Source: an optimization exercise on an open RTL-to-GDS flow (aim: small area, a short achievable clock period and few clock cycles). Production flows keep margins and buffers that such runs may drop. Only simulation tests tie the RTL to the original design; equivalence was not proved.

`flow/design.v`:
```
module relu #(
    parameter DATA_WIDTH = 8
)(
    input  signed [DATA_WIDTH-1:0] in,
    output signed [DATA_WIDTH-1:0] out
);
    assign out = (in > 0) ? in : 0;
endmodule
module maxpool2 #(
    parameter DATA_WIDTH = 8
)(
    input  wire [4*DATA_WIDTH-1:0] in,
    output wire [DATA_WIDTH-1:0] out
);
    wire [DATA_WIDTH-1:0] in00 = in[0*DATA_WIDTH +: DATA_WIDTH];
    wire [DATA_WIDTH-1:0] in01 = in[1*DATA_WIDTH +: DATA_WIDTH];
    wire [DATA_WIDTH-1:0] in10 = in[2*DATA_WIDTH +: DATA_WIDTH];
    wire [DATA_WIDTH-1:0] in11 = in[3*DATA_WIDTH +: DATA_WIDTH];
    wire [DATA_WIDTH-1:0] max_ab;
    wire [DATA_WIDTH-1:0] max_cd;
    assign max_ab = (in00 > in01) ? in00 : in01;
    assign max_cd = (in10 > in11) ? in10 : in11;
    assign out = (max_ab > max_cd) ? max_ab : max_cd;
endmodule
module conv_for_nmcu #(
    parameter MAX_INPUT_DIM=4,
    parameter MAX_KERNEL_DIM=3,
    parameter DATABUS_WIDTH=32
)(
    input wire clk,
    input wire rst,
    input wire start,
    output reg done,
    input wire [$clog2(MAX_INPUT_DIM):0] input_width,
    input wire [$clog2(MAX_INPUT_DIM):0] input_height,
    input wire [$clog2(MAX_KERNEL_DIM):0] kernel_size,
    input wire [MAX_KERNEL_DIM*MAX_KERNEL_DIM*DATABUS_WIDTH-1:0] local_kernel,
    input wire [MAX_INPUT_DIM*MAX_INPUT_DIM*DATABUS_WIDTH-1:0] local_activation_in,
    output wire [MAX_INPUT_DIM*MAX_INPUT_DIM*DATABUS_WIDTH-1:0] local_activation_out
);
    localparam W  = DATABUS_WIDTH;
    localparam M  = MAX_INPUT_DIM;
    localparam KD = MAX_KERNEL_DIM;
    wire [DATABUS_WIDTH-1:0] local_kernel_a [0:MAX_KERNEL_DIM-1][0:MAX_KERNEL_DIM-1];
    wire [DATABUS_WIDTH-1:0] local_activation_in_a [0:MAX_INPUT_DIM-1][0:MAX_INPUT_DIM-1];
    (* mem2reg *) reg [DATABUS_WIDTH-1:0] local_activation_out_a [0:MAX_INPUT_DIM-1][0:MAX_INPUT_DIM-1];
    genvar gr, gc;
    generate
        for (gr = 0; gr < KD; gr = gr + 1) begin : UNPACK_K
            for (gc = 0; gc < KD; gc = gc + 1) begin : UNPACK_KC
                assign local_kernel_a[gr][gc] = local_kernel[(gr*KD + gc)*W +: W];
            end
        end
        for (gr = 0; gr < M; gr = gr + 1) begin : UNPACK_A
            for (gc = 0; gc < M; gc = gc + 1) begin : UNPACK_AC
                assign local_activation_in_a[gr][gc] = local_activation_in[(gr*M + gc)*W +: W];
                assign local_activation_out[(gr*M + gc)*W +: W] = local_activation_out_a[gr][gc];
            end
        end
    endgenerate
    wire [$clog2(MAX_INPUT_DIM):0] out_width  = input_width  - kernel_size + 1;
    wire [$clog2(MAX_INPUT_DIM):0] out_height = input_height - kernel_size + 1;
    reg [$clog2(MAX_KERNEL_DIM):0] i, j;
    reg [$clog2(MAX_INPUT_DIM):0] x, y;
    reg signed [DATABUS_WIDTH-1:0] acc;
    typedef enum logic [1:0] {
        IDLE,
        COMPUTE,
        NEXT,
        FINISHED
    } state_t;
    (* fsm_encoding = "none" *) state_t state;
    always @(posedge clk) begin
        if (rst) begin
            state     <= IDLE;
            x         <= 0;
            y         <= 0;
            i         <= 0;
            j         <= 0;
            acc       <= 0;
            done      <= 0;
        end else begin
            case (state)
                IDLE: begin
                    done      <= 0;
                    if (start) begin
                        x <= 0;
                        y <= 0;
                        acc <= 0;
                        state <= COMPUTE;
                    end
                end
                COMPUTE: begin
                    acc <= acc + local_activation_in_a[y+i][x+j] * local_kernel_a[i][j];
                    if (i == kernel_size-1 & j == kernel_size-1) begin
                        i <= 0;
                        j <= 0;
                        local_activation_out_a[y][x] <= acc + local_activation_in_a[y+i][x+j] * local_kernel_a[i][j];
                        state <= NEXT;
                    end else if (j == kernel_size-1) begin
                        i <= i + 1;
                        j <= 0;
                    end else begin
                        j <= j + 1;
                    end
                end
                NEXT: begin
                    acc <= 0;
                    if (x < out_width - 1) begin
                        x <= x + 1;
                        state <= COMPUTE;
                    end else begin
                        x <= 0;
                        if (y < out_height - 1) begin
                            y <= y + 1;
                            state <= COMPUTE;
                        end else begin
                            state <= FINISHED;
                        end
                    end
                end
                FINISHED: begin
                    done <= 1;
                end
            endcase
        end
    end
endmodule
module nmcu #(
    parameter ADDR_WIDTH = 16,
    parameter DATABUS_WIDTH = 32,
    parameter MAX_DESCS = 4,
    parameter MAX_INPUT_DIM=4,
    parameter MAX_KERNEL_DIM=3
) (
    input wire clk,
    input wire rst,
    input wire start,
    output reg done,
    input wire [ADDR_WIDTH-1:0] nmcu_desc,  
    input wire [ADDR_WIDTH-1:0] input_addr,  
    input wire [ADDR_WIDTH-1:0] output_addr,  
    input wire [$clog2(MAX_INPUT_DIM):0] full_input_width,
    input wire [$clog2(MAX_INPUT_DIM):0] full_input_height,
    input wire [$clog2(MAX_INPUT_DIM):0] full_output_width,
    input wire [$clog2(MAX_INPUT_DIM):0] full_output_height,
    output reg mem_w,
    output reg mem_sel,
    output wire [ADDR_WIDTH-1:0] address_bus,
    input wire [DATABUS_WIDTH-1:0] data_bus_in,
    output wire [DATABUS_WIDTH-1:0] data_bus_out,
    input wire ready
);
    localparam W  = DATABUS_WIDTH;
    localparam M  = MAX_INPUT_DIM;
    localparam KD = MAX_KERNEL_DIM;
    typedef enum logic [3:0] {
        IDLE,
        READ_DESCS,
        READ_INPUTS,
        READ_KERNELS,
        NOP,
        CONV,
        MAXP,
        RELU,
        FINISHED
    } state_t;
    typedef enum logic [1:0] {
        NOP_TYPE,
        CONV_TYPE,
        MAXP_TYPE,
        RELU_TYPE
    } layer_type_t;
    (* fsm_encoding = "none" *) state_t state;
    reg [31:0] descriptors [0:MAX_DESCS-1];
    reg [$clog2(MAX_DESCS):0] desc_iter;
    wire [31:0] curr_desc = descriptors[desc_iter];
    wire [1:0] layer_type = curr_desc[1:0];
    wire [3:0] inp_width = curr_desc[5:2];
    wire [3:0] inp_height = curr_desc[9:6];
    wire [2:0] kernel_size = curr_desc[12:10];
    wire [15:0] kernel_addr = curr_desc[31:16];
    wire [31:0] next_desc = descriptors[desc_iter+1];
    wire [1:0] next_layer_type = next_desc[1:0];
    wire [3:0] next_inp_width = next_desc[5:2];
    wire [3:0] next_inp_height = next_desc[9:6];
    wire [2:0] next_kernel_size = next_desc[12:10];
    wire [15:0] next_kernel_addr = next_desc[31:16];
    reg [$clog2(MAX_INPUT_DIM)-1:0] x, y;
    reg [$clog2(MAX_KERNEL_DIM)-1:0] i, j;
    reg mem_stall;
    reg [ADDR_WIDTH-1:0] address;
    assign address_bus = address;
    reg [DATABUS_WIDTH-1:0] data;
    assign data_bus_out = data;
    (* mem2reg *) reg [DATABUS_WIDTH-1:0] local_kernels [0:MAX_DESCS-1][0:MAX_KERNEL_DIM-1][0:MAX_KERNEL_DIM-1];
    reg local_activation_inp_ind;
    (* mem2reg *) reg [DATABUS_WIDTH-1:0] local_activations [0:1][0:MAX_INPUT_DIM-1][0:MAX_INPUT_DIM-1];
    reg conv_pe_rst;
    reg conv_pe_start;
    wire conv_pe_done;
    reg [$clog2(MAX_INPUT_DIM):0] conv_pe_input_width;
    reg [$clog2(MAX_INPUT_DIM):0] conv_pe_input_height;
    reg [$clog2(MAX_KERNEL_DIM):0] conv_pe_kernel_size;
    (* mem2reg *) reg [DATABUS_WIDTH-1:0] conv_pe_local_kernel [0:MAX_KERNEL_DIM-1][0:MAX_KERNEL_DIM-1];
    (* mem2reg *) reg [DATABUS_WIDTH-1:0] conv_pe_local_activation_in [0:MAX_INPUT_DIM-1][0:MAX_INPUT_DIM-1];
    wire [KD*KD*W-1:0] conv_pe_local_kernel_p;
    wire [M*M*W-1:0] conv_pe_local_activation_in_p;
    wire [M*M*W-1:0] conv_pe_local_activation_out;
    genvar gr, gc;
    generate
        for (gr = 0; gr < KD; gr = gr + 1) begin : PACK_K
            for (gc = 0; gc < KD; gc = gc + 1) begin : PACK_KC
                assign conv_pe_local_kernel_p[(gr*KD + gc)*W +: W] = conv_pe_local_kernel[gr][gc];
            end
        end
        for (gr = 0; gr < M; gr = gr + 1) begin : PACK_A
            for (gc = 0; gc < M; gc = gc + 1) begin : PACK_AC
                assign conv_pe_local_activation_in_p[(gr*M + gc)*W +: W] = conv_pe_local_activation_in[gr][gc];
            end
        end
    endgenerate
    conv_for_nmcu #(
        .MAX_INPUT_DIM(MAX_INPUT_DIM),
        .MAX_KERNEL_DIM(MAX_KERNEL_DIM),
        .DATABUS_WIDTH(DATABUS_WIDTH)
    ) conv_pe (
        .clk(clk),
        .rst(conv_pe_rst),
        .start(conv_pe_start),
        .done(conv_pe_done),
        .input_width(conv_pe_input_width),
        .input_height(conv_pe_input_height),
        .kernel_size(conv_pe_kernel_size),
        .local_kernel(conv_pe_local_kernel_p),
        .local_activation_in(conv_pe_local_activation_in_p),
        .local_activation_out(conv_pe_local_activation_out)
    );
    reg [4*DATABUS_WIDTH-1:0] maxp_pe_in;
    wire [DATABUS_WIDTH-1:0] maxp_pe_out;
    reg maxp_stall;
    maxpool2 #(
        .DATA_WIDTH(DATABUS_WIDTH)
    ) maxp_pe (
        .in(maxp_pe_in),
        .out(maxp_pe_out)
    );
    reg [DATABUS_WIDTH-1:0] relu_pe_in;
    wire [DATABUS_WIDTH-1:0] relu_pe_out;
    reg relu_stall;
    relu #(
        .DATA_WIDTH(DATABUS_WIDTH)
    ) relu_pe (
        .in(relu_pe_in),
        .out(relu_pe_out)
    );
    wire la_w_buf = (state == READ_INPUTS) ? local_activation_inp_ind : ~local_activation_inp_ind;
    wire [DATABUS_WIDTH-1:0] la_w_data = (state == READ_INPUTS) ? data_bus_in :
                                         (state == MAXP) ? maxp_pe_out : relu_pe_out;
    integer kd, ki, kj, xi, yj;
    always @(posedge clk or posedge rst) begin 
        if (rst) begin
            state <= IDLE;
            desc_iter <= 0;
            x <= 0;
            y <= 0;
            i <= 0;
            j <= 0;
            mem_sel <= 0;
            mem_w <= 0;
            mem_stall <= 0;
            address <= 0;
            data <= 0;
            local_activation_inp_ind <= 0;
            done <= 0;
            conv_pe_rst <= 0;
            conv_pe_start <= 0;
            maxp_stall <= 0;
            relu_stall <= 0;
       end else begin
            if (mem_stall) begin 
                mem_sel <= 0;
                mem_w <= 0;
                mem_stall <= 0;
            end else begin
                case (state)
                    IDLE: begin 
                        state <= IDLE;
                        done <= 0;
                        i <= 0;
                        if (start) begin 
                            i <= 0;
                            address <= nmcu_desc;
                            state <= READ_DESCS;
                        end
                    end
                    READ_DESCS: begin 
                        mem_sel <= 1;
                        mem_w <= 0;
                        if (ready) begin 
                            descriptors[desc_iter] <= data_bus_in;
                            mem_stall <= 1;
                            if (desc_iter == MAX_DESCS-1 || data_bus_in[1:0] == NOP_TYPE) begin
                                state <= READ_INPUTS;
                                desc_iter <= 0;
                                address <= input_addr;
                            end else begin
                                address <= address + 1;
                                desc_iter <= desc_iter + 1;
                            end
                        end
                    end
                    READ_INPUTS: begin 
                        mem_sel <= 1;
                        mem_w <= 0;
                        if (ready) begin
                            local_activations[la_w_buf][x][y] <= la_w_data;
                            mem_stall <= 1;
                            if (x == inp_height - 1 && y == inp_width - 1) begin
                                x <= 0;
                                y <= 0;
                                mem_sel <= 0;
                                mem_w <= 0;
                                address <= kernel_addr;
                                state <= READ_KERNELS;
                            end else if (y == inp_width - 1) begin
                                x <= x + 1;
                                y <= 0;
                                address <= address + (full_input_width - inp_width + 1);
                            end else begin 
                                y <= y+1;
                                address <= address + 1;
                            end
                        end
                    end
                    READ_KERNELS: begin 
                        if (layer_type == CONV_TYPE) begin 
                            mem_sel <= 1;
                            mem_w <= 0;
                            if (ready) begin
                                local_kernels[desc_iter][i][j] <= data_bus_in;
                                mem_stall <= 1;
                                if (i == kernel_size - 1 && j == kernel_size - 1) begin 
                                    i <= 0;
                                    j <= 0;
                                    mem_sel <= 0;
                                    mem_w <= 0;
                                    desc_iter <= desc_iter + 1;
                                    address <= next_kernel_addr;  
                                end else if (j == kernel_size - 1) begin 
                                    i <= i + 1;
                                    j <= 0;
                                    address <= address + 1;
                                end else begin 
                                    j <= j + 1;
                                    address <= address + 1;
                                end
                            end
                        end
                        if (layer_type == NOP_TYPE || desc_iter == MAX_DESCS-1) begin 
                            desc_iter <= 0;
                            mem_sel <= 0;
                            mem_w <= 0;
                            x <= 0;
                            y <= 0;
                            case (descriptors[0][1:0])
                                NOP_TYPE: begin 
                                    state <= NOP;
                                    address <= output_addr;
                                end
                                CONV_TYPE: state <= CONV;
                                MAXP_TYPE: state <= MAXP;
                                RELU_TYPE: state <= RELU;
                            endcase
                        end else if (layer_type != CONV_TYPE) begin 
                            desc_iter <= desc_iter + 1;
                            address <= next_kernel_addr;  
                        end
                    end
                    NOP: begin
                        mem_sel <= 1;
                        mem_w <= 1;
                        data <= local_activations[local_activation_inp_ind][x][y];
                        if (ready) begin 
                            mem_stall <= 1;
                            if (x == inp_height - 1 && y == inp_width - 1) begin 
                                x <= 0;
                                y <= 0;
                                state <= FINISHED;
                            end else if (y == inp_width - 1) begin 
                                x <= x + 1;
                                y <= 0;
                                address <= address + 1;
                            end else begin 
                                y <= y + 1;
                                address <= address + 1;
                            end
                        end
                    end
                    CONV: begin
                        conv_pe_input_width   <= inp_width;
                        conv_pe_input_height  <= inp_height;
                        conv_pe_kernel_size   <= kernel_size;
                        if (conv_pe_rst == 0  && conv_pe_start == 0) begin
                            for (kd = 0; kd < MAX_DESCS; kd = kd + 1) begin
                                for (ki = 0; ki < KD; ki = ki + 1) begin
                                    for (kj = 0; kj < KD; kj = kj + 1) begin
                                        if (desc_iter == kd && ki < kernel_size && kj < kernel_size)
                                            conv_pe_local_kernel[ki][kj] <=
                                                local_kernels[kd][ki][kj];
                                    end
                                end
                            end
                            for (xi = 0; xi < M; xi = xi + 1) begin
                                for (yj = 0; yj < M; yj = yj + 1) begin
                                    if (xi < inp_height && yj < inp_width)
                                        conv_pe_local_activation_in[xi][yj] <=
                                            local_activation_inp_ind ? local_activations[1][xi][yj]
                                                                     : local_activations[0][xi][yj];
                                end
                            end
                            conv_pe_rst   <= 1;
                            conv_pe_start <= 0;
                        end else if (conv_pe_rst == 1 && conv_pe_start == 0) begin 
                            conv_pe_rst   <= 0;
                            conv_pe_start <= 1;
                        end else if (conv_pe_rst == 0 && conv_pe_start == 1) begin
                            if (conv_pe_done == 1) begin 
                                for (xi = 0; xi < M; xi = xi + 1)
                                    for (yj = 0; yj < M; yj = yj + 1)
                                        if (local_activation_inp_ind)
                                            local_activations[0][xi][yj] <=
                                                conv_pe_local_activation_out[(xi*M + yj)*W +: W];
                                        else
                                            local_activations[1][xi][yj] <=
                                                conv_pe_local_activation_out[(xi*M + yj)*W +: W];
                                local_activation_inp_ind <= ~local_activation_inp_ind;
                                conv_pe_start <= 0;
                                desc_iter <= desc_iter + 1;
                                x <= 0;
                                y <= 0;
                                case (next_layer_type)
                                    NOP_TYPE: begin 
                                        state <= NOP;
                                        address <= output_addr;
                                    end
                                    CONV_TYPE: state <= CONV;
                                    MAXP_TYPE: state <= MAXP;
                                    RELU_TYPE: state <= RELU;
                                endcase
                            end
                        end
                    end
                    MAXP: begin 
                        if (maxp_stall == 0) begin
                            maxp_pe_in[0*W +: W] <= local_activations[local_activation_inp_ind][x << 1][y << 1];
                            maxp_pe_in[1*W +: W] <= local_activations[local_activation_inp_ind][x << 1][(y << 1) + 1];
                            maxp_pe_in[2*W +: W] <= local_activations[local_activation_inp_ind][(x << 1) + 1][y << 1];
                            maxp_pe_in[3*W +: W] <= local_activations[local_activation_inp_ind][(x << 1) + 1][(y << 1) + 1];
                            maxp_stall <= 1;
                        end else begin
                            local_activations[la_w_buf][x][y] <= la_w_data;
                            maxp_stall <= 0;
                            if (x == next_inp_height - 1 && y == next_inp_width - 1) begin 
                                local_activation_inp_ind <= ~local_activation_inp_ind;
                                desc_iter <= desc_iter + 1;
                                x <= 0;
                                y <= 0;
                                case (next_layer_type)
                                    NOP_TYPE: begin 
                                        state <= NOP;
                                        address <= output_addr;
                                    end
                                    CONV_TYPE: state <= CONV;
                                    MAXP_TYPE: state <= MAXP;
                                    RELU_TYPE: state <= RELU;
                                endcase
                            end else if (y == next_inp_width - 1) begin 
                                x <= x + 1;
                                y <= 0;
                            end else begin 
                                y <= y + 1;
                            end
                        end
                    end
                    RELU: begin 
                        if (relu_stall == 0) begin
                            relu_pe_in <= local_activations[local_activation_inp_ind][x][y];
                            relu_stall <= 1;
                        end else begin
                            local_activations[la_w_buf][x][y] <= la_w_data;
                            relu_stall <= 0;
                            if (x == next_inp_height - 1 && y == next_inp_width - 1) begin
                                local_activation_inp_ind <= ~local_activation_inp_ind;
                                desc_iter <= desc_iter + 1;
                                x <= 0;
                                y <= 0;
                                case (next_layer_type)
                                    NOP_TYPE: begin 
                                        state <= NOP;
                                        address <= output_addr;
                                    end
                                    CONV_TYPE: state <= CONV;
                                    MAXP_TYPE: state <= MAXP;
                                    RELU_TYPE: state <= RELU;
                                endcase
                            end else if (y == next_inp_width - 1) begin 
                                x <= x + 1;
                                y <= 0;
                            end else begin
                                y <= y + 1;
                            end
                        end
                    end
                    FINISHED: begin 
                        mem_sel <= 0;
                        mem_w <= 0;
                        done <= 1;
                    end
                endcase
            end
        end
    end
endmodule
```
`flow/run.sh`:
```
#!/bin/bash
# synth_recipe.tcl (not shown) runs the flow's synth.tcl, then flattens the netlist and writes it again
# the make line also repeats each setting of config.mk as NAME=value (left out here)
make -C /OpenROAD-flow-scripts/flow DESIGN_CONFIG=/design/flow/config.mk WORK_HOME=/design/flow/orfs CLKGATE_MAP_FILE= SYNTH_SCRIPT=/design/flow/synth_recipe.tcl finish
```
`flow/config.mk`:
```
export PLATFORM = sky130hd
export DESIGN_NAME = nmcu
export DESIGN_NICKNAME = nmcu
export VERILOG_FILES = /design/flow/design.v
export SDC_FILE = /design/flow/constraint.sdc
export NUM_CORES = 8
export LEC_CHECK = 0
export CAP_MARGIN = 20
export CORE_MARGIN = 2
export CORE_UTILIZATION = 25
export PLACE_DENSITY = 0.3
export SLEW_MARGIN = 20
```
`flow/constraint.sdc`:
```
create_clock -name core_clock -period 16.0 [get_ports {clk}]
set_input_delay 3.2000 -clock core_clock [delete_from_list [all_inputs] [get_ports {clk}]]
set_output_delay 3.2000 -clock core_clock [all_outputs]
set_load 0.01 [all_outputs]
```
==> results.json <==
{
  "fin_tns_setup_ps": 0,
  "place_ws_ps": 2150,
  "timing.final.ws_setup_ps": 2250,
  "required_ps": 16780,
  "port_buffers": 137,
  "drive_gt1_frac": 0.171,
  "drt-pass1-iter-count": 14,
  "synthArstFlopShare": 0.0185,
  "synthTopCellsByArea": "edfxtp_1 61%, fa_1 4.8%, a22oi_1 4.3%",
  "netlist_top_cells_count": "3773 x edfxtp_1, 1123 x nand2_1, 1067 x a22oi_1, 988 x o21ai_0, 804 x nor2_1",
  "drt_iter0_drc": 25000,
  "ys_dominant_reg_cell": "edfxtp_1",
  "grt_pass1_wl_um": 1460000,
  "hold_buffers": 0,
  "endpoint_kind": "register",
  "vias_per_cell": 5.80,
  "routabilityCongestion": 0.914,
  "io_pins": 147,
  "period_share": 0.859,
  "routed_wl_um": 1140000,
  "avgSynthCellArea_um2": 13.3,
  "core_area_mm2": 0.745,
  "vias": 144000,
  "cts_htree_levels": 5,
  "numCtsBuffers": 473,
  "antenna_left": 0,
  "cts_setup_buffers": 0,
  "worstSetupPathType": "reg -> reg",
  "die_area_mm2": 0.754,
  "area_growth_pct": 17.8,
  "path_max_fanout": 17,
  "clkTransAtPathRegs_ps": 60,
  "grt_use_total": 0.293,
  "min_period_ps": 13750,
  "setup_viol": 0,
  "clock-sinks": 3892,
  "max_cap_viol_count": 0,
  "crit_path_top_delay_cell": "a222oi_1",
  "yosysWarnings": 3,
  "hold_path.class": "reg -> reg",
  "fp-row-count": 317,
  "clk_path_buf_depth": 4,
  "synth_edf_count": 3773,
  "clk_latency_ps": 1140,
  "antenna_found_initial": 190,
  "start_util": 0.251,
  "synth.top_cell.area_share": 0.606,
  "hold_violations": 0,
  "grt_setup_unrepaired": "no",
  "syn_nets": 14900,
  "grt_pass1_vias": 139000,
  "die_h_um": 868,
  "gr-total-overflow": 0,
  "nNetsFinal": 15300,
  "fmax_mhz": 72.8,
  "die_x_um": 868,
  "relSlewSlack": 0.0845,
  "drv_slew": 0,
  "tightestPinTransition_ps": 1370,
  "synth-seq-area-share": 0.621,
  "cts_resized": 0,
  "synth_top_cell_by_area": "edfxtp_1",
  "cp_top_family": "adder cells",
  "yosysMostFrequentCell": "edfxtp_1",
  "dp_hpwl_um": 745000,
  "wl_per_cell_um": 46.0,
  "yosysUniqueCellTypes": 107,
  "status": "no timing/DRC/antenna violations",
  "worstPathArrival_ps": 14520,
  "syn-instance-count": 14000,
  "drc_errors": 0,
  "cts_tree": "built",
  "path_common_cell": "fa_1",
  "worst_clock_skew_ps": 177,
  "netlist_area_mm2": 0.187,
  "ys_ff_latch": 3892,
  "cp_slowest_stage_delay_ps": 960,
  "critPathBufInv": 9,
  "clockRootBuffer": "clkbuf_16",
  "worstSetupStartpointType": "register",
  "grt_max_degree": 100
}
-- worst reg2reg max path: cells and delay by family (launching register included) --
kind,cells,cell delay [ps]
AOI/OAI and AO/OA,8,3360
xor gates and xnor gates,2,750
adders and majority gates,12,5610
buffers and inverters,9,1150
DFF,1,430
and+or+nand+nor,5,1960
-- per-layer routing --
layer	track usage	share of wire	vias up
met1	0.392	0.42	75900
met5	0.00318	0.00056	-
met4	0.133	0.052	39
met3	0.0803	0.096	2635
met2	0.442	0.43	10400
li1	-	-	54900
-- flip-flops by register name, indices dropped and copies added, names as in the netlist, 3 cells and up --
name,cells
local_kernels,1152
conv_pe.i,3
state,4
address,16
relu_pe_in,32
conv_pe_kernel_size,3
conv_pe.j,3
data,32
maxp_pe_in,128
conv_pe.x,3
descriptors,116
conv_pe_local_activation_in,512
conv_pe_local_kernel,288
local_activations,1024
conv_pe.local_activation_out_a,512
desc_iter,3
conv_pe_input_width,3
conv_pe_input_height,3
conv_pe.acc,32
conv_pe.y,3
-- cells by family after synthesis --
family,Yosys count,synth area share
AOI/OAI and AO/OA,3708,0.139
xor gates and xnor gates,166,0.00825
adders and majority gates,761,0.0690
buffers and inverters,1664,0.0344
DFF,3892,0.621
muxes,1049,0.0622
and+or+nand+nor,2787,0.0665
-- layout by cell type (no fill, tap or decap), drive strengths merged, types with 219 or more instances in the layout --
cell,synthesis,layout
ha,313,313
a222oi,219,219
clkbuf,768,601
o21ai,1007,1007
a221oi,240,240
nand2,1124,1124
nor2,806,806
fa,448,448
a21oi,373,373
buf,177,761
a22oi,1067,1067
mux2i,380,380
mux2,644,644
edfxtp,3773,3773
a22o,248,248
inv,718,741
-- stage by stage --
| step | utilization | hold slack (ps) | cells | cell area (um^2) |
|---|---|---|---|---|
| 5_1_grt | 0.295 | 491 | 24700 | 220000 |
| 6_report | 0.295 | 456 | 24800 | 220000 |
| 2_1_floorplan | - | 432 | 14000 | 187000 |
| 3_5_place_dp | 0.275 | 447 | 23800 | 205000 |
| 4_1_cts | 0.295 | 454 | 24700 | 220000 |
| 3_3_place_gp | 0.275 | 448 | 23800 | 205000 |
-- path summary, 6_finish.rpt --
path                                                   from                                               end  slack, ps  cells after the start
worst min register to register  conv_pe.acc[2]$_SDFFE_PP0P_                       conv_pe.acc[2]$_SDFFE_PP0P_        460                      2
max in group asynchronous                               rst                               data[7]$_DFFE_PP0P_      11620                      5
worst min-delay path            conv_pe.acc[2]$_SDFFE_PP0P_                       conv_pe.acc[2]$_SDFFE_PP0P_        460                      2
worst max-delay path              conv_pe.i[1]$_SDFFE_PP0P_  conv_pe.local_activation_out_a[15][25]$_DFFE_PP_       2250                     36
worst max register to register    conv_pe.i[1]$_SDFFE_PP0P_  conv_pe.local_activation_out_a[15][25]$_DFFE_PP_       2250                     36
min in group asynchronous                               rst              local_activation_inp_ind$_DFFE_PP0P_       2650                      3
-- final cells by class --
cell class	count	area, um^2
Fill cell	75100	525000
Antenna cell	101	253
Sequential cell	3892	116000
Multi-Input combinational cell	8471	66700
Timing Repair Buffer	867	7030
Tap cell	9889	12400
Inverter	719	2700
Clock buffer	600	12500
Clock inverter	278	2510
Testbench counts, summed over its fixed seeds: cycles 22,676.

## port drivers added, routing unchanged
The flow's constraints put no driver on any port. The routed layout listed below was extracted and timed again, unchanged, in two steps. Step 1 assumes that a clkbuf_16 drives the clock port and a buf_2 every other input. Step 2 also shifts input and output timing later by t, the mid clock arrival at the registers, as if the neighbouring blocks saw the same clock. Slacks: no drivers / after step 1 / after step 2; pairs: no drivers / after step 1.
shift t [ns]: 1.192
setup WS [ns]: 2.255 / 2.255 / 2.255
worst register clock-pin slew, ns: 0.07 / 0.07
After both steps setup and hold are still met in this run. The setup slack of this run moves by 0.000 ns with the drivers and by 0.000 ns with both steps.
